Source: an optimization exercise on an open RTL-to-GDS flow (aim: small area). Production flows keep margins and buffers that such runs may drop.
Only simulation tests tie the RTL to the original design; equivalence was not proved.
No activity file was given, so power comes from the tool's default toggle rates.

Design cpu, start of the top module:
module cpu (
    input         clk,
    input         reset,       
    input  [31:0] mem_rdata,   
    output [31:0] mem_addr,    
    output [31:0] mem_wdata,   
    output        mem_wr       
);
Size in the first run: about 5000 cells after synthesis, about 1200 flip-flops, about 99 I/O pins.
export LEC_CHECK = 0
export CAP_MARGIN = 20
export CORE_MARGIN = 2
export CORE_UTILIZATION = 55
export PLACE_DENSITY = 0.85
export SLEW_MARGIN = 20
create_clock -name core_clock -period 20.0 [get_ports {clk}]
standard.sh (not shown) runs the stock make flow with config.mk's settings and CLKGATE_MAP_FILE= SYNTH_SCRIPT=/design/flow/synth_recipe.tcl, a recipe that flattens the netlist after the stock synthesis.
==> flow/flow/run.sh <==
#!/bin/bash
here=$(pwd)
rm -rf scripts_mod
cp -r "$FLOW_HOME/scripts" scripts_mod
cp flow/abc_map.script scripts_mod/abc_speed.script
export SCRIPTS_DIR="$here/scripts_mod"
export BUFFER_PORTS_ARGS="-buffer_cell sky130_fd_sc_hd__buf_1"
export CTS_ARGS="-sink_clustering_enable -repair_clock_nets -dont_use_dummy_load -sink_clustering_size 25 -sink_clustering_max_diameter 120"
bash standard.sh > standard_flow.log 2>&1
==> flow/flow/abc_map.script <==
&get -n
&st
&dch -f
&nf -R 1000 -p -F 20 -A 20 -C 32
&st
&synch2
&nf -R 1000 -p -F 20 -A 20 -C 32
&put
topo
stime -c
dnsize -c
The first run passed the timing, design-rule and antenna checks.
Then changed:
==> flow/flow/run.sh (replaced) <==
#!/bin/bash
here=$(pwd)
rm -rf scripts_mod
cp -r "$FLOW_HOME/scripts" scripts_mod
cp flow/abc_map.script scripts_mod/abc_speed.script
export SCRIPTS_DIR="$here/scripts_mod"
export BUFFER_PORTS_ARGS="-buffer_cell sky130_fd_sc_hd__buf_1"
export CTS_ARGS="-sink_clustering_enable -repair_clock_nets -dont_use_dummy_load -sink_clustering_size 28 -sink_clustering_max_diameter 125"
bash standard.sh > standard_flow.log 2>&1
CORE_UTILIZATION = 40   (was 55)
PLACE_DENSITY = 0.6   (was 0.85)
What happened: Core utilization falls by 17 points. Worst hold slack stays flat. Register-to-register slack is worse by 0.32 ns. Final cell count climbs by 6.5%. Setup slack gets worse by 0.32 ns. Count of clock-buffer cells in the layout went down by 5.

* * *

Another version of the RTL of cpu (not shown whole).
For scale: ~3600 cells after synthesis, ~1200 flip-flops, about 99 I/O pins, ~51000 sq um of cells after synthesis.
export LEC_CHECK = 0
export CAP_MARGIN = 20
export CORE_MARGIN = 2
export CORE_UTILIZATION = 40
export PLACE_DENSITY = 0.6
export SLEW_MARGIN = 20
create_clock -name core_clock -period 20.0 [get_ports {clk}]
run.sh (not shown) runs the stock make flow with config.mk's settings and CLKGATE_MAP_FILE= SYNTH_SCRIPT=/design/flow/synth_recipe.tcl, a recipe that flattens the netlist after the stock synthesis.
Stock flow here: none of the scripts above is used.
The starting point finished with timing, DRC and antenna clean.
Rerun with:
CTS_BUF_LIST = sky130_fd_sc_hd__clkbuf_4   (was not set)
What happened: Die area is unchanged; core utilization hardly moves; cell count climbs by 5.4%; worst hold slack barely changes; clock power drops by about 7%; register-to-register slack degrades by 80 ps; first-iteration DRC count fell by 8.9%; total power went down by 1.2%; flip-flop and latch count is unchanged; synthesized cell count does not change; area after synthesis is unchanged.

* * *

cpu with an RTL version that a note above also has.
For scale: ~1200 flip-flops, about 99 I/O pins, about 44000 um^2 of cells after synthesis.
clock: 20.0 ns
lec_check: 0
cap_margin: 20
core_margin: 2
core_utilization: 40
place_density: 0.6
slew_margin: 20
standard.sh (not shown) runs the stock make flow with config.mk's settings and CLKGATE_MAP_FILE= SYNTH_SCRIPT=/design/flow/synth_recipe.tcl, a recipe that flattens the netlist after the stock synthesis.
==> flow/flow/run.sh <==
#!/bin/bash
here=$(pwd)
rm -rf scripts_mod
cp -r "$FLOW_HOME/scripts" scripts_mod
cp flow/abc_map.script scripts_mod/abc_speed.script
export SCRIPTS_DIR="$here/scripts_mod"
export BUFFER_PORTS_ARGS="-buffer_cell sky130_fd_sc_hd__buf_1"
export CTS_ARGS="-sink_clustering_enable -repair_clock_nets -dont_use_dummy_load -sink_clustering_size 25 -sink_clustering_max_diameter 120"
bash standard.sh > standard_flow.log 2>&1
==> flow/flow/abc_map.script <==
&get -n
&st
&dch -f
&nf -R 1000 -p -F 10 -A 10
&put
topo
stime -c
dnsize -c
The baseline went through all stages and came out clean.
Then changed:
==> flow/flow/abc_map.script (replaced) <==
&get -n
&st
&dch -f
&nf -R 1000 -p -F 20 -A 20 -C 32
&st
&synch2
&nf -R 1000 -p -F 20 -A 20 -C 32
&put
topo
stime -c
dnsize -c
Effect: The new run ran to the end with no violations; fmax decreases by 14%; via count increases by 8.3%; final area hardly moves.

-- static timing again, ports no longer ideal --
How much do the figures lean on ideal ports? The routed layouts below were timed once more, with nothing changed but the port constraints.
Step 1, drivers: a clkbuf_16 drives clk and a buf_2 each remaining input, both assumed.
Step 2 also shifts input and output timing later by t, the mid clock arrival at the registers, as if the neighbouring blocks saw the same clock.
Slacks: ideal ports / drivers / drivers and shift; pairs: ideal ports / drivers.
run	t (ns)	setup slack, ns	hold slack, ns
the first run of note 1	0.754	6.568 / 6.568 / 6.568	0.460 / 0.460 / 0.460
the second run of note 1	0.766	6.250 / 6.250 / 6.250	0.462 / 0.462 / 0.462
the first run of note 2	0.796	9.324 / 9.255 / 9.689	0.460 / 0.460 / 0.460
the second run of note 2	1.271	8.725 / 8.661 / 9.610	0.461 / 0.461 / 0.461
the first run of note 3	0.752	8.163 / 8.163 / 8.163	0.459 / 0.459 / 0.459
the second run of note 3	0.778	6.209 / 6.209 / 6.209	0.460 / 0.460 / 0.460
After both steps setup and hold are still met in every run listed.
